From an optimization exercise on the open Yosys and OpenROAD flow, aimed at small area and a short achievable clock period; shortcuts taken in it are not production practice.
No run shown here included a check of the RTL's function; only the layout flow was run.
Power figures rest on the tool's default switching activity, not on a simulated workload.

## flow/design.v (module list and top-level ports; edited modules follow where they fit)
// module wallace_multiplier_16bit: 1524 lines
// module mul_fa: 4 lines
// module mul_xor: 3 lines
// module mul_ha: 4 lines
// module mul_han: 4 lines
// module mul_xnor: 3 lines
// module mul_or: 3 lines
module wallace_multiplier_16bit(
    input  wire        clk,
    input  wire        rst,
    input  wire [15:0] multiplicand,
    input  wire [15:0] multiplier,
    output reg  [31:0] result
);
  // ...
==> flow/flow/run.sh <==
#!/bin/bash
# Standard ORFS layout (the standard.sh) with two changes:
#  - plain buf_1 cells as the port buffers (buffer_ports picks delay cells by default);
#  - clock tree synthesis without dummy load cells.
set -euo pipefail
export BUFFER_PORTS_ARGS="-buffer_cell sky130_fd_sc_hd__buf_1"
export CTS_ARGS="-sink_clustering_enable -repair_clock_nets -dont_use_dummy_load -sink_clustering_size 10 -sink_clustering_max_diameter 40 -buf_list {sky130_fd_sc_hd__clkbuf_4}"
bash standard.sh > standard_flow.log 2>&1
==> flow/standard.sh <==
#!/bin/bash
# synth_recipe.tcl (not shown) runs the flow's synth.tcl, then flattens the netlist and writes it again
# the make line also repeats each setting of config.mk as NAME=value (left out here)
make -C /OpenROAD-flow-scripts/flow DESIGN_CONFIG=/design/flow/config.mk WORK_HOME=/design/flow/orfs CLKGATE_MAP_FILE= SYNTH_SCRIPT=/design/flow/synth_recipe.tcl "${@:-finish}"
==> flow/config.mk <==
export PLATFORM = sky130hd
export DESIGN_NAME = wallace_multiplier_16bit
export DESIGN_NICKNAME = wallace_multiplier_16bit
export VERILOG_FILES = /design/flow/design.v
export SDC_FILE = /design/flow/constraint.sdc
export NUM_CORES = 4
export LEC_CHECK = 0
export CAP_MARGIN = 20
export CORE_MARGIN = 2
export CORE_UTILIZATION = 60
export CTS_BUF_LIST = sky130_fd_sc_hd__clkbuf_4 sky130_fd_sc_hd__clkbuf_8
export CTS_CLUSTER_DIAMETER = 50
export CTS_CLUSTER_SIZE = 12
export SETUP_SLACK_MARGIN = 1.1
export SLEW_MARGIN = 20
export SYNTH_HIERARCHICAL = 1
export SYNTH_MINIMUM_KEEP_SIZE = 0
==> flow/constraint.sdc <==
create_clock -name core_clock -period 3.0 [get_ports {clk}]
set_input_delay 0.6000 -clock core_clock [delete_from_list [all_inputs] [get_ports {clk}]]
set_output_delay 0.6000 -clock core_clock [all_outputs]
set_load 0.01 [all_outputs]
==> results.py, run 1 <==
metrics = {
    "drt": {
        "dr_wl_met2_um": 9760,
        "num_vias": 7227,
        "viasPerCell": 5.08,
        "drt_iter0_drc": 335,
        "wl_per_cell_um": 16.8,
    },
    "sta": {
        "fin_crit_ps": 1890,
        "slew_headroom_pct": 53.6,
        "worst_slack_ps": 1110,
    },
    "setup_path": {
        "crit_type": "flop to flop",
        "worst_path_max_delay_cell": "dfxtp_2",
        "cp_max_fo": 16,
        "crit_top_cell": "fa_1",
        "endpoint": "q2_s368$_DFF_P_",
        "r2r_start": "q1_multiplier_4$_DFF_P_",
        "path_cells": "nand2_1 -> fa_1 -> fa_1",
    },
    "cts": {
        "clock_latency_ps": 640,
        "cts_hold_buffers": 3,
        "clk_pin_slew_ps": 100,
        "clock-sinks": 330,
    },
    "yosys": {
        "syn_avg_cell_area_sq_um": 12.8,
        "yosys.area_share.xor_xnor_pct": 4.24,
        "yosysSeqAreaShare_pct": 49.8,
        "synth.largest_area_cell": "dfxtp_1",
        "synthTopCellsByArea": "dfxtp_1 (43%), fa_1 (28%), nand2_1 (7.2%)",
    },
    "finish": {
        "nNonClkInverters": 8,
        "seqCellArea_sq_um": 6870,
        "num-clock-buffers": 44,
        "largest_class": "registers",
        "seq_share_pct": 46.9,
        "top_register": "result",
    },
    "die": {
        "chipHeight_um": 155,
        "io_pins": 66,
        "num_tap_cells": 285,
    },
    "pwr": {
        "pwr_density_cell_nw_per_um2": 854,
        "power_frac_clock_pct": 15.6,
        "p_comb_uw": 4100,
        "power_frac_comb_pct": 32.8,
        "p_clk_uw": 1950,
    },
    "grt": {
        "antenna_found_initial": 1,
        "grt_overflow": 0,
    },
    "job": {
        "drv_cap": 0,
    },
    "placement": {
        "dp_cells": 1372,
    },
    "status": {
        "outcome": "no timing/DRC/antenna violations",
    },
}
==> run 2: changes to the inputs <==
--- a/flow/design.v
+++ b/flow/design.v
@@ -162,28 +162,28 @@
 reg q2_q1_multiplicand_12;
 reg q2_q1_multiplicand_13;
 reg q2_q1_multiplicand_14;
 reg q2_q1_multiplicand_15;
 reg q2_q1_multiplier_13;
 reg q2_q1_multiplier_14;
 reg q2_q1_multiplier_15;
 reg q3_s607;
+reg q3_s632;
+reg q3_c633;
 reg q3_s634;
 reg q3_c635;
 reg q3_s636;
 reg q3_c637;
 reg q3_s638;
 reg q3_c639;
 reg q3_s640;
-reg q3_c641;
-reg q3_s642;
 reg q3_c616;
 reg q3_s617;
-reg q3_c643;
+reg q3_c641;
 reg q3_c618;
 reg q3_s619;
 reg q3_s511;
 reg q3_c572;
 reg q3_s573;
 reg q3_c620;
 reg q3_s575;
 reg q3_s621;
@@ -209,59 +209,61 @@
 reg q3_c536;
 reg q3_s539;
 reg q3_c586;
 reg q3_s587;
 reg q3_c540;
 reg q3_s543;
 reg q3_c588;
 reg q3_s589;
+reg q3_s547;
+reg q3_c590;
 reg q3_s591;
-reg q3_s623;
 reg q3_s551;
 reg q3_c592;
 reg q3_s593;
-reg q3_c624;
 reg q3_s555;
 reg q3_c594;
 reg q3_s595;
 reg q3_c556;
 reg q3_s557;
 reg q3_c596;
 reg q3_s597;
 reg q3_s599;
-reg q3_s625;
+reg q3_s623;
 reg q3_s561;
 reg q3_c600;
 reg q3_s601;
-reg q3_c626;
+reg q3_c624;
 reg q3_c602;
+reg q3_s625;
+reg q3_c626;
 reg q3_s627;
-reg q3_c628;
-reg q3_s629;
 reg q3_p471;
-reg q3_c630;
+reg q3_c628;
 reg q3_q2_r209_0;
 reg q3_q2_r209_1;
 reg q3_r472_0;
 reg q3_r472_1;
 reg q3_r472_2;
-reg q3_r631_0;
-reg q3_k632;
+reg q3_r629_0;
+reg q3_k630;
 reg q4_q3_q2_r209_0;
 reg q4_q3_q2_r209_1;
 reg q4_q3_r472_0;
 reg q4_q3_r472_1;
 reg q4_q3_r472_2;
-reg q4_q3_r631_0;
-reg q4_r644_0;
-reg q4_r644_1;
-reg q4_r644_2;
-reg q4_r644_3;
-reg q4_r644_4;
+reg q4_q3_r629_0;
+reg q4_r642_0;
+reg q4_r642_1;
+reg q4_r642_2;
+reg q4_r642_3;
+reg q4_r642_4;
+reg q4_pp721;
+reg q4_gg722;
 reg q4_pp723;
 reg q4_gg724;
 reg q4_pp725;
 reg q4_gg726;
 reg q4_pp727;
 reg q4_gg728;
 reg q4_pp729;
 reg q4_gg730;
@@ -292,19 +294,17 @@
 reg q4_pp755;
 reg q4_gg756;
 reg q4_pp757;
 reg q4_gg758;
 reg q4_pp759;
 reg q4_gg760;
 reg q4_pp761;
 reg q4_gg762;
-reg q4_pp763;
-reg q4_gg764;
-reg q4_k645;
+reg q4_k643;
 wire p1 = ~(q1_multiplicand_0 & q1_multiplier_0);
 wire p2 = ~(q1_multiplicand_1 & q1_multiplier_0);
 wire p3 = ~(q1_multiplicand_2 & q1_multiplier_0);
 wire p4 = ~(q1_multiplicand_3 & q1_multiplier_0);
 wire p5 = ~(q1_multiplicand_4 & q1_multiplier_0);
 wire p6 = ~(q1_multiplicand_5 & q1_multiplier_0);
 wire p7 = ~(q1_multiplicand_6 & q1_multiplier_0);
 wire p8 = ~(q1_multiplicand_7 & q1_multiplier_0);
@@ -940,149 +940,149 @@
 mul_fa u_s615 (.a(c566), .b(s503), .c(s567), .s(s615), .co(c616));
 wire s617, c618;
 mul_fa u_s617 (.a(c568), .b(s505), .c(s569), .s(s617), .co(c618));
 wire s619, c620;
 mul_fa u_s619 (.a(s507), .b(c570), .c(s571), .s(s619), .co(c620));
 wire s621, c622;
 mul_han u_s621 (.a(c574), .b(s515), .s(s621), .co(c622));
 wire s623, c624;
-mul_han u_s623 (.a(s547), .b(c590), .s(s623), .co(c624));
+mul_han u_s623 (.a(s559), .b(c598), .s(s623), .co(c624));
 wire s625, c626;
-mul_han u_s625 (.a(s559), .b(c598), .s(s625), .co(c626));
+mul_fa u_s625 (.a(p469), .b(c562), .c(s603), .s(s625), .co(c626));
 wire s627, c628;
-mul_fa u_s627 (.a(p469), .b(c562), .c(s603), .s(s627), .co(c628));
-wire s629, c630;
-mul_fa u_s629 (.a(p455), .b(p470), .c(c604), .s(s629), .co(c630));
-wire [0:0] r631;
-wire k632;
-wire a633_g0 = q2_c423 & s605;
-wire a633_p0 = q2_c423 ^ s605;
-wire a633_G0_1 = a633_g0 | (a633_p0 & k473);
-mul_xor u_a633_x0 (.a(a633_p0), .b(k473), .y(r631[0]));
-assign k632 = a633_G0_1;
+mul_fa u_s627 (.a(p455), .b(p470), .c(c604), .s(s627), .co(c628));
+wire [0:0] r629;
+wire k630;
+wire a631_g0 = q2_c423 & s605;
+wire a631_p0 = q2_c423 ^ s605;
+wire a631_G0_1 = a631_g0 | (a631_p0 & k473);
+mul_xor u_a631_x0 (.a(a631_p0), .b(k473), .y(r629[0]));
+assign k630 = a631_G0_1;
+wire s632, c633;
+mul_han u_s632 (.a(q2_c405), .b(c606), .s(s632), .co(c633));
 wire s634, c635;
-mul_han u_s634 (.a(q2_c405), .b(c606), .s(s634), .co(c635));
+mul_han u_s634 (.a(c608), .b(s609), .s(s634), .co(c635));
 wire s636, c637;
-mul_han u_s636 (.a(c608), .b(s609), .s(s636), .co(c637));
+mul_han u_s636 (.a(c610), .b(s611), .s(s636), .co(c637));
 wire s638, c639;
-mul_han u_s638 (.a(c610), .b(s611), .s(s638), .co(c639));
+mul_han u_s638 (.a(c612), .b(s613), .s(s638), .co(c639));
 wire s640, c641;
-mul_han u_s640 (.a(c612), .b(s613), .s(s640), .co(c641));
-wire s642, c643;
-mul_han u_s642 (.a(c614), .b(s615), .s(s642), .co(c643));
-wire [4:0] r644;
-wire k645;
-wire a646_g0 = q3_s607 & q3_s634;
-wire a646_p0 = q3_s607 ^ q3_s634;
-wire a646_g1 = q3_c635 & q3_s636;
-wire a646_p1 = q3_c635 ^ q3_s636;
-wire a646_g2 = q3_c637 & q3_s638;
-wire a646_p2 = q3_c637 ^ q3_s638;
-wire a646_g3 = q3_c639 & q3_s640;
-wire a646_p3 = q3_c639 ^ q3_s640;
-wire a646_g4 = q3_c641 & q3_s642;
-wire a646_p4 = q3_c641 ^ q3_s642;
-wire a646_G0_1 = a646_g0 | (a646_p0 & q3_k632);
-wire a646_G0_3 = a646_g2 | (a646_p2 & a646_g1);
-wire a646_P0_3 = a646_p2 & a646_p1;
-wire a646_G0_5 = a646_g4 | (a646_p4 & a646_g3);
-wire a646_P0_5 = a646_p4 & a646_p3;
-wire a646_G1_2 = a646_g1 | (a646_p1 & a646_G0_1);
-wire a646_G1_3 = a646_G0_3 | (a646_P0_3 & a646_G0_1);
-wire a646_G2_4 = a646_g3 | (a646_p3 & a646_G1_3);
-wire a646_G2_5 = a646_G0_5 | (a646_P0_5 & a646_G1_3);
-mul_xor u_a646_x0 (.a(a646_p0), .b(q3_k632), .y(r644[0]));
-mul_xor u_a646_x1 (.a(a646_p1), .b(a646_G0_1), .y(r644[1]));
-mul_xor u_a646_x2 (.a(a646_p2), .b(a646_G1_2), .y(r644[2]));
-mul_xor u_a646_x3 (.a(a646_p3), .b(a646_G1_3), .y(r644[3]));
-mul_xor u_a646_x4 (.a(a646_p4), .b(a646_G2_4), .y(r644[4]));
-assign k645 = a646_G2_5;
+mul_han u_s640 (.a(c614), .b(s615), .s(s640), .co(c641));
+wire [4:0] r642;
+wire k643;
+wire a644_g0 = q3_s607 & q3_s632;
+wire a644_p0 = q3_s607 ^ q3_s632;
+wire a644_g1 = q3_c633 & q3_s634;
+wire a644_p1 = q3_c633 ^ q3_s634;
+wire a644_g2 = q3_c635 & q3_s636;
+wire a644_p2 = q3_c635 ^ q3_s636;
+wire a644_g3 = q3_c637 & q3_s638;
+wire a644_p3 = q3_c637 ^ q3_s638;
+wire a644_g4 = q3_c639 & q3_s640;
+wire a644_p4 = q3_c639 ^ q3_s640;
+wire a644_G0_1 = a644_g0 | (a644_p0 & q3_k630);
+wire a644_G0_3 = a644_g2 | (a644_p2 & a644_g1);
+wire a644_P0_3 = a644_p2 & a644_p1;
+wire a644_G0_5 = a644_g4 | (a644_p4 & a644_g3);
+wire a644_P0_5 = a644_p4 & a644_p3;
+wire a644_G1_2 = a644_g1 | (a644_p1 & a644_G0_1);
+wire a644_G1_3 = a644_G0_3 | (a644_P0_3 & a644_G0_1);
+wire a644_G2_4 = a644_g3 | (a644_p3 & a644_G1_3);
+wire a644_G2_5 = a644_G0_5 | (a644_P0_5 & a644_G1_3);
+mul_xor u_a644_x0 (.a(a644_p0), .b(q3_k630), .y(r642[0]));
+mul_xor u_a644_x1 (.a(a644_p1), .b(a644_G0_1), .y(r642[1]));
+mul_xor u_a644_x2 (.a(a644_p2), .b(a644_G1_2), .y(r642[2]));
+mul_xor u_a644_x3 (.a(a644_p3), .b(a644_G1_3), .y(r642[3]));
+mul_xor u_a644_x4 (.a(a644_p4), .b(a644_G2_4), .y(r642[4]));
+assign k643 = a644_G2_5;
+wire s645, c646;
+mul_han u_s645 (.a(q3_c616), .b(q3_s617), .s(s645), .co(c646));
 wire s647, c648;
-mul_han u_s647 (.a(q3_c616), .b(q3_s617), .s(s647), .co(c648));
+mul_han u_s647 (.a(q3_c618), .b(q3_s619), .s(s647), .co(c648));
 wire s649, c650;
-mul_han u_s649 (.a(q3_c618), .b(q3_s619), .s(s649), .co(c650));
+mul_fa u_s649 (.a(q3_s511), .b(q3_c572), .c(q3_s573), .s(s649), .co(c650));
 wire s651, c652;
-mul_fa u_s651 (.a(q3_s511), .b(q3_c572), .c(q3_s573), .s(s651), .co(c652));
+mul_han u_s651 (.a(q3_s575), .b(q3_s621), .s(s651), .co(c652));
 wire s653, c654;
-mul_han u_s653 (.a(q3_s575), .b(q3_s621), .s(s653), .co(c654));
+mul_fa u_s653 (.a(q3_s519), .b(q3_c576), .c(q3_s577), .s(s653), .co(c654));
 wire s655, c656;
-mul_fa u_s655 (.a(q3_s519), .b(q3_c576), .c(q3_s577), .s(s655), .co(c656));
+mul_fa u_s655 (.a(q3_s523), .b(q3_c578), .c(q3_s579), .s(s655), .co(c656));
 wire s657, c658;
-mul_fa u_s657 (.a(q3_s523), .b(q3_c578), .c(q3_s579), .s(s657), .co(c658));
+mul_fa u_s657 (.a(q3_c524), .b(q3_s527), .c(q3_c580), .s(s657), .co(c658));
 wire s659, c660;
-mul_fa u_s659 (.a(q3_c524), .b(q3_s527), .c(q3_c580), .s(s659), .co(c660));
+mul_fa u_s659 (.a(q3_c528), .b(q3_s531), .c(q3_c582), .s(s659), .co(c660));
 wire s661, c662;
-mul_fa u_s661 (.a(q3_c528), .b(q3_s531), .c(q3_c582), .s(s661), .co(c662));
+mul_fa u_s661 (.a(q3_c532), .b(q3_s535), .c(q3_c584), .s(s661), .co(c662));
 wire s663, c664;
-mul_fa u_s663 (.a(q3_c532), .b(q3_s535), .c(q3_c584), .s(s663), .co(c664));
+mul_fa u_s663 (.a(q3_c536), .b(q3_s539), .c(q3_c586), .s(s663), .co(c664));
 wire s665, c666;
-mul_fa u_s665 (.a(q3_c536), .b(q3_s539), .c(q3_c586), .s(s665), .co(c666));
+mul_fa u_s665 (.a(q3_c540), .b(q3_s543), .c(q3_c588), .s(s665), .co(c666));
 wire s667, c668;
-mul_fa u_s667 (.a(q3_c540), .b(q3_s543), .c(q3_c588), .s(s667), .co(c668));
+mul_fa u_s667 (.a(q3_s547), .b(q3_c590), .c(q3_s591), .s(s667), .co(c668));
 wire s669, c670;
-mul_han u_s669 (.a(q3_s591), .b(q3_s623), .s(s669), .co(c670));
+mul_fa u_s669 (.a(q3_s551), .b(q3_c592), .c(q3_s593), .s(s669), .co(c670));
 wire s671, c672;
-mul_fa u_s671 (.a(q3_s551), .b(q3_c592), .c(q3_s593), .s(s671), .co(c672));
+mul_fa u_s671 (.a(q3_s555), .b(q3_c594), .c(q3_s595), .s(s671), .co(c672));
 wire s673, c674;
-mul_fa u_s673 (.a(q3_s555), .b(q3_c594), .c(q3_s595), .s(s673), .co(c674));
+mul_fa u_s673 (.a(q3_c556), .b(q3_s557), .c(q3_c596), .s(s673), .co(c674));
 wire s675, c676;
-mul_fa u_s675 (.a(q3_c556), .b(q3_s557), .c(q3_c596), .s(s675), .co(c676));
+mul_han u_s675 (.a(q3_s599), .b(q3_s623), .s(s675), .co(c676));
 wire s677, c678;
-mul_han u_s677 (.a(q3_s599), .b(q3_s625), .s(s677), .co(c678));
+mul_fa u_s677 (.a(q3_s561), .b(q3_c600), .c(q3_s601), .s(s677), .co(c678));
 wire s679, c680;
-mul_fa u_s679 (.a(q3_s561), .b(q3_c600), .c(q3_s601), .s(s679), .co(c680));
+mul_han u_s679 (.a(q3_c602), .b(q3_s625), .s(s679), .co(c680));
 wire s681, c682;
-mul_han u_s681 (.a(q3_c602), .b(q3_s627), .s(s681), .co(c682));
+mul_han u_s681 (.a(q3_c626), .b(q3_s627), .s(s681), .co(c682));
 wire s683, c684;
-mul_han u_s683 (.a(q3_c628), .b(q3_s629), .s(s683), .co(c684));
+mul_han u_s683 (.a(q3_p471), .b(q3_c628), .s(s683), .co(c684));
 wire s685, c686;
-mul_han u_s685 (.a(q3_p471), .b(q3_c630), .s(s685), .co(c686));
+mul_han u_s685 (.a(q3_c620), .b(c648), .s(s685), .co(c686));
 wire s687, c688;
-mul_han u_s687 (.a(q3_c620), .b(c650), .s(s687), .co(c688));
+mul_han u_s687 (.a(s651), .b(c650), .s(s687), .co(c688));
 wire s689, c690;
-mul_han u_s689 (.a(s653), .b(c652), .s(s689), .co(c690));
+mul_fa u_s689 (.a(q3_c622), .b(c652), .c(s653), .s(s689), .co(c690));
 wire s691, c692;
-mul_fa u_s691 (.a(q3_c622), .b(c654), .c(s655), .s(s691), .co(c692));
+mul_han u_s691 (.a(c654), .b(s655), .s(s691), .co(c692));
 wire s693, c694;
-mul_han u_s693 (.a(c656), .b(s657), .s(s693), .co(c694));
+mul_fa u_s693 (.a(q3_s581), .b(c656), .c(s657), .s(s693), .co(c694));
 wire s695, c696;
-mul_fa u_s695 (.a(q3_s581), .b(c658), .c(s659), .s(s695), .co(c696));
+mul_fa u_s695 (.a(q3_s583), .b(c658), .c(s659), .s(s695), .co(c696));
 wire s697, c698;
-mul_fa u_s697 (.a(q3_s583), .b(c660), .c(s661), .s(s697), .co(c698));
+mul_fa u_s697 (.a(q3_s585), .b(c660), .c(s661), .s(s697), .co(c698));
 wire s699, c700;
-mul_fa u_s699 (.a(q3_s585), .b(c662), .c(s663), .s(s699), .co(c700));
+mul_fa u_s699 (.a(q3_s587), .b(c662), .c(s663), .s(s699), .co(c700));
 wire s701, c702;
-mul_fa u_s701 (.a(q3_s587), .b(c664), .c(s665), .s(s701), .co(c702));
+mul_fa u_s701 (.a(q3_s589), .b(c664), .c(s665), .s(s701), .co(c702));
 wire s703, c704;
-mul_fa u_s703 (.a(q3_s589), .b(c666), .c(s667), .s(s703), .co(c704));
+mul_han u_s703 (.a(c666), .b(s667), .s(s703), .co(c704));
 wire s705, c706;
-mul_han u_s705 (.a(s669), .b(c668), .s(s705), .co(c706));
+mul_han u_s705 (.a(c668), .b(s669), .s(s705), .co(c706));
 wire s707, c708;
-mul_fa u_s707 (.a(q3_c624), .b(c670), .c(s671), .s(s707), .co(c708));
+mul_han u_s707 (.a(c670), .b(s671), .s(s707), .co(c708));
 wire s709, c710;
-mul_han u_s709 (.a(c672), .b(s673), .s(s709), .co(c710));
+mul_fa u_s709 (.a(q3_s597), .b(c672), .c(s673), .s(s709), .co(c710));
 wire s711, c712;
-mul_fa u_s711 (.a(q3_s597), .b(c674), .c(s675), .s(s711), .co(c712));
+mul_han u_s711 (.a(s675), .b(c674), .s(s711), .co(c712));
 wire s713, c714;
-mul_han u_s713 (.a(s677), .b(c676), .s(s713), .co(c714));
+mul_fa u_s713 (.a(q3_c624), .b(c676), .c(s677), .s(s713), .co(c714));
 wire s715, c716;
-mul_fa u_s715 (.a(q3_c626), .b(c678), .c(s679), .s(s715), .co(c716));
+mul_han u_s715 (.a(s679), .b(c678), .s(s715), .co(c716));
 wire s717, c718;
-mul_han u_s717 (.a(s681), .b(c680), .s(s717), .co(c718));
+mul_han u_s717 (.a(c680), .b(s681), .s(s717), .co(c718));
 wire s719, c720;
 mul_han u_s719 (.a(c682), .b(s683), .s(s719), .co(c720));
-wire s721, c722;
-mul_han u_s721 (.a(c684), .b(s685), .s(s721), .co(c722));
+wire pp721, gg722;
+mul_ha u_pp721 (.a(q3_c641), .b(s645), .s(pp721), .co(gg722));
 wire pp723, gg724;
-mul_ha u_pp723 (.a(q3_c643), .b(s647), .s(pp723), .co(gg724));
+mul_ha u_pp723 (.a(c646), .b(s647), .s(pp723), .co(gg724));
 wire pp725, gg726;
-mul_ha u_pp725 (.a(c648), .b(s649), .s(pp725), .co(gg726));
+mul_ha u_pp725 (.a(s649), .b(s685), .s(pp725), .co(gg726));
 wire pp727, gg728;
-mul_ha u_pp727 (.a(s651), .b(s687), .s(pp727), .co(gg728));
+mul_ha u_pp727 (.a(c686), .b(s687), .s(pp727), .co(gg728));
 wire pp729, gg730;
 mul_ha u_pp729 (.a(c688), .b(s689), .s(pp729), .co(gg730));
 wire pp731, gg732;
 mul_ha u_pp731 (.a(c690), .b(s691), .s(pp731), .co(gg732));
 wire pp733, gg734;
 mul_ha u_pp733 (.a(c692), .b(s693), .s(pp733), .co(gg734));
 wire pp735, gg736;
 mul_ha u_pp735 (.a(c694), .b(s695), .s(pp735), .co(gg736));
@@ -1106,112 +1106,110 @@
 mul_ha u_pp753 (.a(c712), .b(s713), .s(pp753), .co(gg754));
 wire pp755, gg756;
 mul_ha u_pp755 (.a(c714), .b(s715), .s(pp755), .co(gg756));
 wire pp757, gg758;
 mul_ha u_pp757 (.a(c716), .b(s717), .s(pp757), .co(gg758));
 wire pp759, gg760;
 mul_ha u_pp759 (.a(c718), .b(s719), .s(pp759), .co(gg760));
 wire pp761, gg762;
-mul_ha u_pp761 (.a(c720), .b(s721), .s(pp761), .co(gg762));
-wire pp763, gg764;
-mul_ha u_pp763 (.a(c686), .b(c722), .s(pp763), .co(gg764));
-wire [20:0] r765;
-wire k766;
-wire a767_G0_1 = q4_gg724 | (q4_pp723 & q4_k645);
-wire a767_G0_3 = q4_gg728 | (q4_pp727 & q4_gg726);
-wire a767_P0_3 = q4_pp727 & q4_pp725;
-wire a767_G0_5 = q4_gg732 | (q4_pp731 & q4_gg730);
-wire a767_P0_5 = q4_pp731 & q4_pp729;
-wire a767_G0_7 = q4_gg736 | (q4_pp735 & q4_gg734);
-wire a767_P0_7 = q4_pp735 & q4_pp733;
-wire a767_G0_9 = q4_gg740 | (q4_pp739 & q4_gg738);
-wire a767_P0_9 = q4_pp739 & q4_pp737;
-wire a767_G0_11 = q4_gg744 | (q4_pp743 & q4_gg742);
-wire a767_P0_11 = q4_pp743 & q4_pp741;
-wire a767_G0_13 = q4_gg748 | (q4_pp747 & q4_gg746);
-wire a767_P0_13 = q4_pp747 & q4_pp745;
-wire a767_G0_15 = q4_gg752 | (q4_pp751 & q4_gg750);
-wire a767_P0_15 = q4_pp751 & q4_pp749;
-wire a767_G0_17 = q4_gg756 | (q4_pp755 & q4_gg754);
-wire a767_P0_17 = q4_pp755 & q4_pp753;
-wire a767_G0_19 = q4_gg760 | (q4_pp759 & q4_gg758);
-wire a767_P0_19 = q4_pp759 & q4_pp757;
-wire a767_G0_21 = q4_gg764 | (q4_pp763 & q4_gg762);
-wire a767_P0_21 = q4_pp763 & q4_pp761;
-wire a767_G1_2 = q4_gg726 | (q4_pp725 & a767_G0_1);
-wire a767_G1_3 = a767_G0_3 | (a767_P0_3 & a767_G0_1);
-wire a767_G1_6 = q4_gg734 | (q4_pp733 & a767_G0_5);
-wire a767_P1_6 = q4_pp733 & a767_P0_5;
-wire a767_G1_7 = a767_G0_7 | (a767_P0_7 & a767_G0_5);
-wire a767_P1_7 = a767_P0_7 & a767_P0_5;
-wire a767_G1_10 = q4_gg742 | (q4_pp741 & a767_G0_9);
-wire a767_P1_10 = q4_pp741 & a767_P0_9;
-wire a767_G1_11 = a767_G0_11 | (a767_P0_11 & a767_G0_9);
-wire a767_P1_11 = a767_P0_11 & a767_P0_9;
-wire a767_G1_14 = q4_gg750 | (q4_pp749 & a767_G0_13);
-wire a767_P1_14 = q4_pp749 & a767_P0_13;
-wire a767_G1_15 = a767_G0_15 | (a767_P0_15 & a767_G0_13);
-wire a767_P1_15 = a767_P0_15 & a767_P0_13;
-wire a767_G1_18 = q4_gg758 | (q4_pp757 & a767_G0_17);
-wire a767_P1_18 = q4_pp757 & a767_P0_17;
-wire a767_G1_19 = a767_G0_19 | (a767_P0_19 & a767_G0_17);
-wire a767_P1_19 = a767_P0_19 & a767_P0_17;
-wire a767_G2_4 = q4_gg730 | (q4_pp729 & a767_G1_3);
-wire a767_G2_5 = a767_G0_5 | (a767_P0_5 & a767_G1_3);
-wire a767_G2_6 = a767_G1_6 | (a767_P1_6 & a767_G1_3);
-wire a767_G2_7 = a767_G1_7 | (a767_P1_7 & a767_G1_3);
-wire a767_G2_12 = q4_gg746 | (q4_pp745 & a767_G1_11);
-wire a767_P2_12 = q4_pp745 & a767_P1_11;
-wire a767_G2_13 = a767_G0_13 | (a767_P0_13 & a767_G1_11);
-wire a767_P2_13 = a767_P0_13 & a767_P1_11;
-wire a767_G2_14 = a767_G1_14 | (a767_P1_14 & a767_G1_11);
-wire a767_P2_14 = a767_P1_14 & a767_P1_11;
-wire a767_G2_15 = a767_G1_15 | (a767_P1_15 & a767_G1_11);
-wire a767_P2_15 = a767_P1_15 & a767_P1_11;
-wire a767_G2_20 = q4_gg762 | (q4_pp761 & a767_G1_19);
-wire a767_P2_20 = q4_pp761 & a767_P1_19;
-wire a767_G2_21 = a767_G0_21 | (a767_P0_21 & a767_G1_19);
-wire a767_P2_21 = a767_P0_21 & a767_P1_19;
-wire a767_G3_8 = q4_gg738 | (q4_pp737 & a767_G2_7);
-wire a767_G3_9 = a767_G0_9 | (a767_P0_9 & a767_G2_7);
-wire a767_G3_10 = a767_G1_10 | (a767_P1_10 & a767_G2_7);
-wire a767_G3_11 = a767_G1_11 | (a767_P1_11 & a767_G2_7);
-wire a767_G3_12 = a767_G2_12 | (a767_P2_12 & a767_G2_7);
-wire a767_G3_13 = a767_G2_13 | (a767_P2_13 & a767_G2_7);
-wire a767_G3_14 = a767_G2_14 | (a767_P2_14 & a767_G2_7);
-wire a767_G3_15 = a767_G2_15 | (a767_P2_15 & a767_G2_7);
-wire a767_G4_16 = q4_gg754 | (q4_pp753 & a767_G3_15);
-wire a767_G4_17 = a767_G0_17 | (a767_P0_17 & a767_G3_15);
-wire a767_G4_18 = a767_G1_18 | (a767_P1_18 & a767_G3_15);
-wire a767_G4_19 = a767_G1_19 | (a767_P1_19 & a767_G3_15);
-wire a767_G4_20 = a767_G2_20 | (a767_P2_20 & a767_G3_15);
-wire a767_G4_21 = a767_G2_21 | (a767_P2_21 & a767_G3_15);
-mul_xor u_a767_x0 (.a(q4_pp723), .b(q4_k645), .y(r765[0]));
-mul_xor u_a767_x1 (.a(q4_pp725), .b(a767_G0_1), .y(r765[1]));
-mul_xor u_a767_x2 (.a(q4_pp727), .b(a767_G1_2), .y(r765[2]));
-mul_xor u_a767_x3 (.a(q4_pp729), .b(a767_G1_3), .y(r765[3]));
-mul_xor u_a767_x4 (.a(q4_pp731), .b(a767_G2_4), .y(r765[4]));
-mul_xor u_a767_x5 (.a(q4_pp733), .b(a767_G2_5), .y(r765[5]));
-mul_xor u_a767_x6 (.a(q4_pp735), .b(a767_G2_6), .y(r765[6]));
-mul_xor u_a767_x7 (.a(q4_pp737), .b(a767_G2_7), .y(r765[7]));
-mul_xor u_a767_x8 (.a(q4_pp739), .b(a767_G3_8), .y(r765[8]));
-mul_xor u_a767_x9 (.a(q4_pp741), .b(a767_G3_9), .y(r765[9]));
-mul_xor u_a767_x10 (.a(q4_pp743), .b(a767_G3_10), .y(r765[10]));
-mul_xor u_a767_x11 (.a(q4_pp745), .b(a767_G3_11), .y(r765[11]));
-mul_xor u_a767_x12 (.a(q4_pp747), .b(a767_G3_12), .y(r765[12]));
-mul_xor u_a767_x13 (.a(q4_pp749), .b(a767_G3_13), .y(r765[13]));
-mul_xor u_a767_x14 (.a(q4_pp751), .b(a767_G3_14), .y(r765[14]));
-mul_xor u_a767_x15 (.a(q4_pp753), .b(a767_G3_15), .y(r765[15]));
-mul_xor u_a767_x16 (.a(q4_pp755), .b(a767_G4_16), .y(r765[16]));
-mul_xor u_a767_x17 (.a(q4_pp757), .b(a767_G4_17), .y(r765[17]));
-mul_xor u_a767_x18 (.a(q4_pp759), .b(a767_G4_18), .y(r765[18]));
-mul_xor u_a767_x19 (.a(q4_pp761), .b(a767_G4_19), .y(r765[19]));
-mul_xor u_a767_x20 (.a(q4_pp763), .b(a767_G4_20), .y(r765[20]));
-assign k766 = a767_G4_21;
+mul_ha u_pp761 (.a(c684), .b(c720), .s(pp761), .co(gg762));
+wire [20:0] r763;
+wire k764;
+wire a765_G0_1 = q4_gg722 | (q4_pp721 & q4_k643);
+wire a765_G0_3 = q4_gg726 | (q4_pp725 & q4_gg724);
+wire a765_P0_3 = q4_pp725 & q4_pp723;
+wire a765_G0_5 = q4_gg730 | (q4_pp729 & q4_gg728);
+wire a765_P0_5 = q4_pp729 & q4_pp727;
+wire a765_G0_7 = q4_gg734 | (q4_pp733 & q4_gg732);
+wire a765_P0_7 = q4_pp733 & q4_pp731;
+wire a765_G0_9 = q4_gg738 | (q4_pp737 & q4_gg736);
+wire a765_P0_9 = q4_pp737 & q4_pp735;
+wire a765_G0_11 = q4_gg742 | (q4_pp741 & q4_gg740);
+wire a765_P0_11 = q4_pp741 & q4_pp739;
+wire a765_G0_13 = q4_gg746 | (q4_pp745 & q4_gg744);
+wire a765_P0_13 = q4_pp745 & q4_pp743;
+wire a765_G0_15 = q4_gg750 | (q4_pp749 & q4_gg748);
+wire a765_P0_15 = q4_pp749 & q4_pp747;
+wire a765_G0_17 = q4_gg754 | (q4_pp753 & q4_gg752);
+wire a765_P0_17 = q4_pp753 & q4_pp751;
+wire a765_G0_19 = q4_gg758 | (q4_pp757 & q4_gg756);
+wire a765_P0_19 = q4_pp757 & q4_pp755;
+wire a765_G0_21 = q4_gg762 | (q4_pp761 & q4_gg760);
+wire a765_P0_21 = q4_pp761 & q4_pp759;
+wire a765_G1_2 = q4_gg724 | (q4_pp723 & a765_G0_1);
+wire a765_G1_3 = a765_G0_3 | (a765_P0_3 & a765_G0_1);
+wire a765_G1_6 = q4_gg732 | (q4_pp731 & a765_G0_5);
+wire a765_P1_6 = q4_pp731 & a765_P0_5;
+wire a765_G1_7 = a765_G0_7 | (a765_P0_7 & a765_G0_5);
+wire a765_P1_7 = a765_P0_7 & a765_P0_5;
+wire a765_G1_10 = q4_gg740 | (q4_pp739 & a765_G0_9);
+wire a765_P1_10 = q4_pp739 & a765_P0_9;
+wire a765_G1_11 = a765_G0_11 | (a765_P0_11 & a765_G0_9);
+wire a765_P1_11 = a765_P0_11 & a765_P0_9;
+wire a765_G1_14 = q4_gg748 | (q4_pp747 & a765_G0_13);
+wire a765_P1_14 = q4_pp747 & a765_P0_13;
+wire a765_G1_15 = a765_G0_15 | (a765_P0_15 & a765_G0_13);
+wire a765_P1_15 = a765_P0_15 & a765_P0_13;
+wire a765_G1_18 = q4_gg756 | (q4_pp755 & a765_G0_17);
+wire a765_P1_18 = q4_pp755 & a765_P0_17;
+wire a765_G1_19 = a765_G0_19 | (a765_P0_19 & a765_G0_17);
+wire a765_P1_19 = a765_P0_19 & a765_P0_17;
+wire a765_G2_4 = q4_gg728 | (q4_pp727 & a765_G1_3);
+wire a765_G2_5 = a765_G0_5 | (a765_P0_5 & a765_G1_3);
+wire a765_G2_6 = a765_G1_6 | (a765_P1_6 & a765_G1_3);
+wire a765_G2_7 = a765_G1_7 | (a765_P1_7 & a765_G1_3);
+wire a765_G2_12 = q4_gg744 | (q4_pp743 & a765_G1_11);
+wire a765_P2_12 = q4_pp743 & a765_P1_11;
+wire a765_G2_13 = a765_G0_13 | (a765_P0_13 & a765_G1_11);
+wire a765_P2_13 = a765_P0_13 & a765_P1_11;
+wire a765_G2_14 = a765_G1_14 | (a765_P1_14 & a765_G1_11);
+wire a765_P2_14 = a765_P1_14 & a765_P1_11;
+wire a765_G2_15 = a765_G1_15 | (a765_P1_15 & a765_G1_11);
+wire a765_P2_15 = a765_P1_15 & a765_P1_11;
+wire a765_G2_20 = q4_gg760 | (q4_pp759 & a765_G1_19);
+wire a765_P2_20 = q4_pp759 & a765_P1_19;
+wire a765_G2_21 = a765_G0_21 | (a765_P0_21 & a765_G1_19);
+wire a765_P2_21 = a765_P0_21 & a765_P1_19;
+wire a765_G3_8 = q4_gg736 | (q4_pp735 & a765_G2_7);
+wire a765_G3_9 = a765_G0_9 | (a765_P0_9 & a765_G2_7);
+wire a765_G3_10 = a765_G1_10 | (a765_P1_10 & a765_G2_7);
+wire a765_G3_11 = a765_G1_11 | (a765_P1_11 & a765_G2_7);
+wire a765_G3_12 = a765_G2_12 | (a765_P2_12 & a765_G2_7);
+wire a765_G3_13 = a765_G2_13 | (a765_P2_13 & a765_G2_7);
+wire a765_G3_14 = a765_G2_14 | (a765_P2_14 & a765_G2_7);
+wire a765_G3_15 = a765_G2_15 | (a765_P2_15 & a765_G2_7);
+wire a765_G4_16 = q4_gg752 | (q4_pp751 & a765_G3_15);
+wire a765_G4_17 = a765_G0_17 | (a765_P0_17 & a765_G3_15);
+wire a765_G4_18 = a765_G1_18 | (a765_P1_18 & a765_G3_15);
+wire a765_G4_19 = a765_G1_19 | (a765_P1_19 & a765_G3_15);
+wire a765_G4_20 = a765_G2_20 | (a765_P2_20 & a765_G3_15);
+wire a765_G4_21 = a765_G2_21 | (a765_P2_21 & a765_G3_15);
+mul_xor u_a765_x0 (.a(q4_pp721), .b(q4_k643), .y(r763[0]));
+mul_xor u_a765_x1 (.a(q4_pp723), .b(a765_G0_1), .y(r763[1]));
+mul_xor u_a765_x2 (.a(q4_pp725), .b(a765_G1_2), .y(r763[2]));
+mul_xor u_a765_x3 (.a(q4_pp727), .b(a765_G1_3), .y(r763[3]));
+mul_xor u_a765_x4 (.a(q4_pp729), .b(a765_G2_4), .y(r763[4]));
+mul_xor u_a765_x5 (.a(q4_pp731), .b(a765_G2_5), .y(r763[5]));
+mul_xor u_a765_x6 (.a(q4_pp733), .b(a765_G2_6), .y(r763[6]));
+mul_xor u_a765_x7 (.a(q4_pp735), .b(a765_G2_7), .y(r763[7]));
+mul_xor u_a765_x8 (.a(q4_pp737), .b(a765_G3_8), .y(r763[8]));
+mul_xor u_a765_x9 (.a(q4_pp739), .b(a765_G3_9), .y(r763[9]));
+mul_xor u_a765_x10 (.a(q4_pp741), .b(a765_G3_10), .y(r763[10]));
+mul_xor u_a765_x11 (.a(q4_pp743), .b(a765_G3_11), .y(r763[11]));
+mul_xor u_a765_x12 (.a(q4_pp745), .b(a765_G3_12), .y(r763[12]));
+mul_xor u_a765_x13 (.a(q4_pp747), .b(a765_G3_13), .y(r763[13]));
+mul_xor u_a765_x14 (.a(q4_pp749), .b(a765_G3_14), .y(r763[14]));
+mul_xor u_a765_x15 (.a(q4_pp751), .b(a765_G3_15), .y(r763[15]));
+mul_xor u_a765_x16 (.a(q4_pp753), .b(a765_G4_16), .y(r763[16]));
+mul_xor u_a765_x17 (.a(q4_pp755), .b(a765_G4_17), .y(r763[17]));
+mul_xor u_a765_x18 (.a(q4_pp757), .b(a765_G4_18), .y(r763[18]));
+mul_xor u_a765_x19 (.a(q4_pp759), .b(a765_G4_19), .y(r763[19]));
+mul_xor u_a765_x20 (.a(q4_pp761), .b(a765_G4_20), .y(r763[20]));
+assign k764 = a765_G4_21;
 always @(posedge clk) begin
     q1_multiplicand_0 <= multiplicand[0];
     q1_multiplicand_1 <= multiplicand[1];
     q1_multiplicand_2 <= multiplicand[2];
     q1_multiplicand_3 <= multiplicand[3];
     q1_multiplicand_4 <= multiplicand[4];
     q1_multiplicand_5 <= multiplicand[5];
     q1_multiplicand_6 <= multiplicand[6];
@@ -1369,28 +1367,28 @@
     q2_q1_multiplicand_14 <= q1_multiplicand_14;
     q2_q1_multiplicand_15 <= q1_multiplicand_15;
     q2_q1_multiplier_13 <= q1_multiplier_13;
     q2_q1_multiplier_14 <= q1_multiplier_14;
     q2_q1_multiplier_15 <= q1_multiplier_15;
 end
 always @(posedge clk) begin
     q3_s607 <= s607;
+    q3_s632 <= s632;
+    q3_c633 <= c633;
     q3_s634 <= s634;
     q3_c635 <= c635;
     q3_s636 <= s636;
     q3_c637 <= c637;
     q3_s638 <= s638;
     q3_c639 <= c639;
     q3_s640 <= s640;
-    q3_c641 <= c641;
-    q3_s642 <= s642;
     q3_c616 <= c616;
     q3_s617 <= s617;
-    q3_c643 <= c643;
+    q3_c641 <= c641;
     q3_c618 <= c618;
     q3_s619 <= s619;
     q3_s511 <= s511;
     q3_c572 <= c572;
     q3_s573 <= s573;
     q3_c620 <= c620;
     q3_s575 <= s575;
     q3_s621 <= s621;
@@ -1416,61 +1414,63 @@
     q3_c536 <= c536;
     q3_s539 <= s539;
     q3_c586 <= c586;
     q3_s587 <= s587;
     q3_c540 <= c540;
     q3_s543 <= s543;
     q3_c588 <= c588;
     q3_s589 <= s589;
+    q3_s547 <= s547;
+    q3_c590 <= c590;
     q3_s591 <= s591;
-    q3_s623 <= s623;
     q3_s551 <= s551;
     q3_c592 <= c592;
     q3_s593 <= s593;
-    q3_c624 <= c624;
     q3_s555 <= s555;
     q3_c594 <= c594;
     q3_s595 <= s595;
     q3_c556 <= c556;
     q3_s557 <= s557;
     q3_c596 <= c596;
     q3_s597 <= s597;
     q3_s599 <= s599;
-    q3_s625 <= s625;
+    q3_s623 <= s623;
     q3_s561 <= s561;
     q3_c600 <= c600;
     q3_s601 <= s601;
-    q3_c626 <= c626;
+    q3_c624 <= c624;
     q3_c602 <= c602;
+    q3_s625 <= s625;
+    q3_c626 <= c626;
     q3_s627 <= s627;
-    q3_c628 <= c628;
-    q3_s629 <= s629;
     q3_p471 <= p471;
-    q3_c630 <= c630;
+    q3_c628 <= c628;
     q3_q2_r209_0 <= q2_r209_0;
     q3_q2_r209_1 <= q2_r209_1;
     q3_r472_0 <= r472[0];
     q3_r472_1 <= r472[1];
     q3_r472_2 <= r472[2];
-    q3_r631_0 <= r631[0];
-    q3_k632 <= k632;
+    q3_r629_0 <= r629[0];
+    q3_k630 <= k630;
 end
 always @(posedge clk) begin
     q4_q3_q2_r209_0 <= q3_q2_r209_0;
     q4_q3_q2_r209_1 <= q3_q2_r209_1;
     q4_q3_r472_0 <= q3_r472_0;
     q4_q3_r472_1 <= q3_r472_1;
     q4_q3_r472_2 <= q3_r472_2;
-    q4_q3_r631_0 <= q3_r631_0;
-    q4_r644_0 <= r644[0];
-    q4_r644_1 <= r644[1];
-    q4_r644_2 <= r644[2];
-    q4_r644_3 <= r644[3];
-    q4_r644_4 <= r644[4];
+    q4_q3_r629_0 <= q3_r629_0;
+    q4_r642_0 <= r642[0];
+    q4_r642_1 <= r642[1];
+    q4_r642_2 <= r642[2];
+    q4_r642_3 <= r642[3];
+    q4_r642_4 <= r642[4];
+    q4_pp721 <= pp721;
+    q4_gg722 <= gg722;
     q4_pp723 <= pp723;
     q4_gg724 <= gg724;
     q4_pp725 <= pp725;
     q4_gg726 <= gg726;
     q4_pp727 <= pp727;
     q4_gg728 <= gg728;
     q4_pp729 <= pp729;
     q4_gg730 <= gg730;
@@ -1501,22 +1501,20 @@
     q4_pp755 <= pp755;
     q4_gg756 <= gg756;
     q4_pp757 <= pp757;
     q4_gg758 <= gg758;
     q4_pp759 <= pp759;
     q4_gg760 <= gg760;
     q4_pp761 <= pp761;
     q4_gg762 <= gg762;
-    q4_pp763 <= pp763;
-    q4_gg764 <= gg764;
-    q4_k645 <= k645;
+    q4_k643 <= k643;
 end
 reg [3:0] vld;
-wire [31:0] prod = {r765[20], r765[19], r765[18], r765[17], r765[16], r765[15], r765[14], r765[13], r765[12], r765[11], r765[10], r765[9], r765[8], r765[7], r765[6], r765[5], r765[4], r765[3], r765[2], r765[1], r765[0], q4_r644_4, q4_r644_3, q4_r644_2, q4_r644_1, q4_r644_0, q4_q3_r631_0, q4_q3_r472_2, q4_q3_r472_1, q4_q3_r472_0, q4_q3_q2_r209_1, q4_q3_q2_r209_0};
+wire [31:0] prod = {r763[20], r763[19], r763[18], r763[17], r763[16], r763[15], r763[14], r763[13], r763[12], r763[11], r763[10], r763[9], r763[8], r763[7], r763[6], r763[5], r763[4], r763[3], r763[2], r763[1], r763[0], q4_r642_4, q4_r642_3, q4_r642_2, q4_r642_1, q4_r642_0, q4_q3_r629_0, q4_q3_r472_2, q4_q3_r472_1, q4_q3_r472_0, q4_q3_q2_r209_1, q4_q3_q2_r209_0};
 always @(posedge clk or posedge rst) begin
     if (rst) begin
         vld <= 4'd0;
         result <= 32'd0;
     end else begin
         vld <= {vld[2:0], 1'b1};
         result <= vld[3] ? ~prod : 32'd0;
     end
==> flow/run.sh (new file) <==
#!/bin/bash
# synth_recipe.tcl (not shown) runs the flow's synth.tcl, then flattens the netlist and writes it again
# the make line also repeats each setting of config.mk as NAME=value (left out here)
make -C /OpenROAD-flow-scripts/flow DESIGN_CONFIG=/design/flow/config.mk WORK_HOME=/design/flow/orfs CLKGATE_MAP_FILE= SYNTH_SCRIPT=/design/flow/synth_recipe.tcl finish
--- a/flow/config.mk
+++ b/flow/config.mk
@@ -6,12 +6,12 @@
 export NUM_CORES = 4
 export LEC_CHECK = 0
 export CAP_MARGIN = 20
 export CORE_MARGIN = 2
 export CORE_UTILIZATION = 60
 export CTS_BUF_LIST = sky130_fd_sc_hd__clkbuf_4 sky130_fd_sc_hd__clkbuf_8
 export CTS_CLUSTER_DIAMETER = 50
 export CTS_CLUSTER_SIZE = 12
-export SETUP_SLACK_MARGIN = 1.1
+export SETUP_SLACK_MARGIN = 1.15
 export SLEW_MARGIN = 20
 export SYNTH_HIERARCHICAL = 1
 export SYNTH_MINIMUM_KEEP_SIZE = 0
removed: flow/flow/run.sh
removed: flow/standard.sh
==> run 2 against run 1 <==
Net effect: clock power is 45% higher; synthesized cell count fell by 0.19%; via count shrank 0.40%; register-to-register slack improved by 40 ps; cell count rose by 0.70%; power rose by 8.5%; worst hold slack better by 280 ps; largest power group unchanged.
==> results.py, run 2 <==
metrics = {
    "status": {
        "outcome": "no timing/DRC/antenna violations",
    },
    "cts": {
        "clock-sinks": 330,
        "clk_pin_slew_ps": 70,
        "clk_path_buf_depth": 3,
        "root_buffer": "clkbuf_8",
        "cts_htree_levels": 2,
        "cts_buffers": 36,
        "clock_latency_ps": 540,
        "cts_tree": "yes",
    },
    "finish": {
        "finish.utilization_pct": 68.9,
        "finalInstanceArea_sq_um": 15500,
        "stdcell_count": 1433,
        "fillers": 1679,
        "largest_reg_flops": 32,
        "antenna_cells": 0,
        "top_register": "result",
        "largestRegisters": "result x32, vld x4",
        "multi_input_area_sq_um": 6710,
        "nNetsFinal": 1388,
        "layout_common_cells": "nand2_1 (260), dfxtp_1 (254), fa_1 (183)",
        "final_common_cell": "nand2_1",
        "drive_above_1_share_pct": 11.8,
        "seqCellArea_sq_um": 6900,
        "syn_to_final_growth_pct": 13.6,
    },
    "drt": {
        "num_vias": 7198,
        "ant_nets": 0,
        "drt_iter0_drc": 350,
        "dr.pass1.iters": 5,
        "wl_per_cell_um": 16.7,
        "viasPerCell": 5.02,
        "remaining_drc_errors": 0,
        "drt-total-wl_um": 24000,
    },
    "sta": {
        "hold_violations": 0,
        "setup_violations": 0,
        "fin_crit_ps": 1850,
        "tns_ps": 0,
        "period_share_pct": 61.6,
        "worst_slew_pin_slew_ps": 722,
        "fmaxAchievable_mhz": 541,
        "grt_setup_unrepaired": "true",
        "slew_headroom_pct": 51.9,
        "clock_skew_ps": 21.2,
        "final_max_slew_viol_count": 0,
    },
    "grt": {
        "grt_max_degree": 37,
        "grt_pass1_vias": 7499,
        "grt_overflow": 0,
        "antenna_found_initial": 0,
        "grt.total_usage_pct": 21.7,
        "grt_pass1_wl_um": 39800,
    },
    "die": {
        "io_pins": 66,
        "die_w_um": 155,
        "start_util_pct": 60.6,
        "rows": 55,
        "die_area_sq_um": 23900,
        "chipHeight_um": 155,
        "core_area_sq_um": 22400,
    },
    "setup_path": {
        "worst_path_max_delay_cell": "fa_1",
        "crit_type": "flop to flop",
        "worstSetupPathDepth": 3,
        "cp_max_fo": 1,
        "max_stage_delay_ps": 540,
        "path_cells": "fa_2 -> fa_1 -> fa_1",
        "endpoint": "q3_s617$_DFF_P_",
        "reg2reg_to": "q3_s617$_DFF_P_",
        "crit_top_cell": "fa_1",
        "required_ps": 3390,
        "r2r_slack_ps": 1150,
        "arrival_ps": 2240,
        "end_kind": "flop",
        "cp_top_family": "adder cells",
        "cp.buffers_inverters": 0,
        "startpoint": "q2_s266$_DFF_P_",
        "r2r_cells": 3,
        "start_kind": "flop",
        "r2r_start": "q2_s266$_DFF_P_",
    },
    "pwr": {
        "p_leak_uw": 0.00613,
        "ir_worst_vdd_mv": 0.399,
        "pwr_density_cell_nw_per_um2": 878,
    },
    "yosys": {
        "syn_avg_cell_area_sq_um": 12.9,
        "synth_cell_types": 34,
        "synth-async-reset-ratio_pct": 10.9,
        "synth_edf_count": 0,
        "synthMostInstantiatedCell": "dfxtp_1",
        "synthTopCellsByArea": "dfxtp_1 (43%), fa_1 (28%), nand2_1 (7.2%)",
        "yosysSeqAreaShare_pct": 49.9,
        "synthTopCellsByCount": "dfxtp_1 (294), nand2_1 (260), fa_1 (193)",
        "synth_cells": 1058,
        "netlist_area_sq_um": 13600,
        "yosysTopAreaCellShare_pct": 43.3,
        "ys_seq_elements": 330,
        "synth_warnings": 7,
        "synth.largest_area_cell": "dfxtp_1",
        "ys.flop_type": "dfxtp_1",
    },
    "min_path": {
        "hold_path.class": "flop to flop",
        "hp-start": "q1_multiplier_13$_DFF_P_",
    },
    "placement": {
        "dp_cells": 1368,
        "place_area_sq_um": 14500,
        "hpwlAfterDp_um": 17400,
        "place_congestion": 0.839,
        "io_buffers": 65,
    },
    "job": {
        "drv_cap": 0,
    },
}
## run 2: cells by family (layout without fill, tap and decap cells)
family | count (synthesis) | in the layout | share of synthesized area (%)
flip-flops | 330 | 330 | 49.9
AO/OA/AOI/OAI | 42 | 42 | 2.26
other | 1 | 3 | 0.0276
adder cells (fa/ha/maj) | 224 | 224 | 31.3
XOR/XNOR | 65 | 65 | 4.19
AND/OR/NAND/NOR | 339 | 339 | 10.8
buffers and inverters | 57 | 145 | 1.57
## run 2: through the flow
step,hold WS (ps),worst slack (ps),power (uW)
after floorplan,310,1160,9260
after global placement,310,825,10600
after detailed placement,312,799,10800
after CTS,328,1050,13600
after global routing,340,1100,14700
final,327,1150,13600
## run 2: per-module statistics from Yosys, one instance, submodules excluded, excerpt
module	flip-flops and latches	times used	cell area (sq um)	cells inside
mul_fa	0	193	20.0	1
mul_ha	0	21	12.5	1
mul_or	0	33	6.26	1
mul_xnor	0	33	8.76	1
mul_xor	0	32	8.76	1
wallace_multiplier_16bit	330	1	8700	746
## run 2: layer usage
| layer | global-route usage, % | routed length (um) |
|---|---|---|
| met1 | 33.2 | 11500 |
| met2 | 31.1 | 10100 |
| met3 | 5.21 | 1940 |
| met4 | 6.35 | 380 |
| met5 | 0 | 0 |
## run 2: power breakdown
group	internal [uW]	switching (uW)
Sequential	5710	738
Clock	1410	1420
Combinational	2190	2090
Total	9310	4250
## run 2: worst min path at each step
stage                                       end  slack, ps  depth (start not counted)
floorplan           q2_q1_multiplier_13$_DFF_P_        310                          0
global placement    q2_q1_multiplier_13$_DFF_P_        310                          0
detailed placement         q4_q3_r472_1$_DFF_P_        310                          0
CTS                 q2_q1_multiplier_13$_DFF_P_        330                          0
global route               q4_q3_r472_0$_DFF_P_        340                          0
finish              q2_q1_multiplier_13$_DFF_P_        330                          0
## run 2: layout make-up
cell class | instances | area share [%]
tap | 285 | 2.31
clock buffer | 50 | 3.97
timing repair buffer | 81 | 5.02
sequential | 330 | 44.7
multi-input combinational | 673 | 43.4
inverter | 8 | 0.194
clock inverter | 6 | 0.437
## run 2: worst reg2reg max path, delay by kind of cell (launching register included)
kind / cells / cell delay, ps
adders and majority gates: 3 / 1390
DFF: 1 / 330
## run 2: what timing repair did
item,4_1_cts,5_1_grt
gates resized for setup,73,53
setup buffers,2,7
endpoints found under the hold margin,0,0
endpoints found under the setup margin,142,53
hold buffers,0,0
pin swaps,7,14

## re-timing with driven ports
The results above use ideal ports. As a check the final layouts listed here were re-extracted and re-timed, cells and wires unchanged.
Step 1 (the two cells are an assumption about what drives the block):
set clk [get_ports {clk}]
set_driving_cell -lib_cell sky130_fd_sc_hd__clkbuf_16 $clk
set_driving_cell -lib_cell sky130_fd_sc_hd__buf_2 [delete_from_list [all_inputs] $clk]
Step 2 moves the port delays by t, midway between the first and last clock arrival at a register: inputs arrive t later, outputs are due t later. That takes back most of the time a late clock gives input paths.
Slacks: ideal / step 1 / step 2; pairs: ideal / step 1.
run | t (ns) | setup slack, ns | worst setup path after step 2
run 1 | 0.660 | 1.113 / 1.113 / 1.113 | register to register
run 2 | 0.564 | 1.153 / 1.153 / 1.153 | register to register
After both steps every run listed still meets setup and hold.
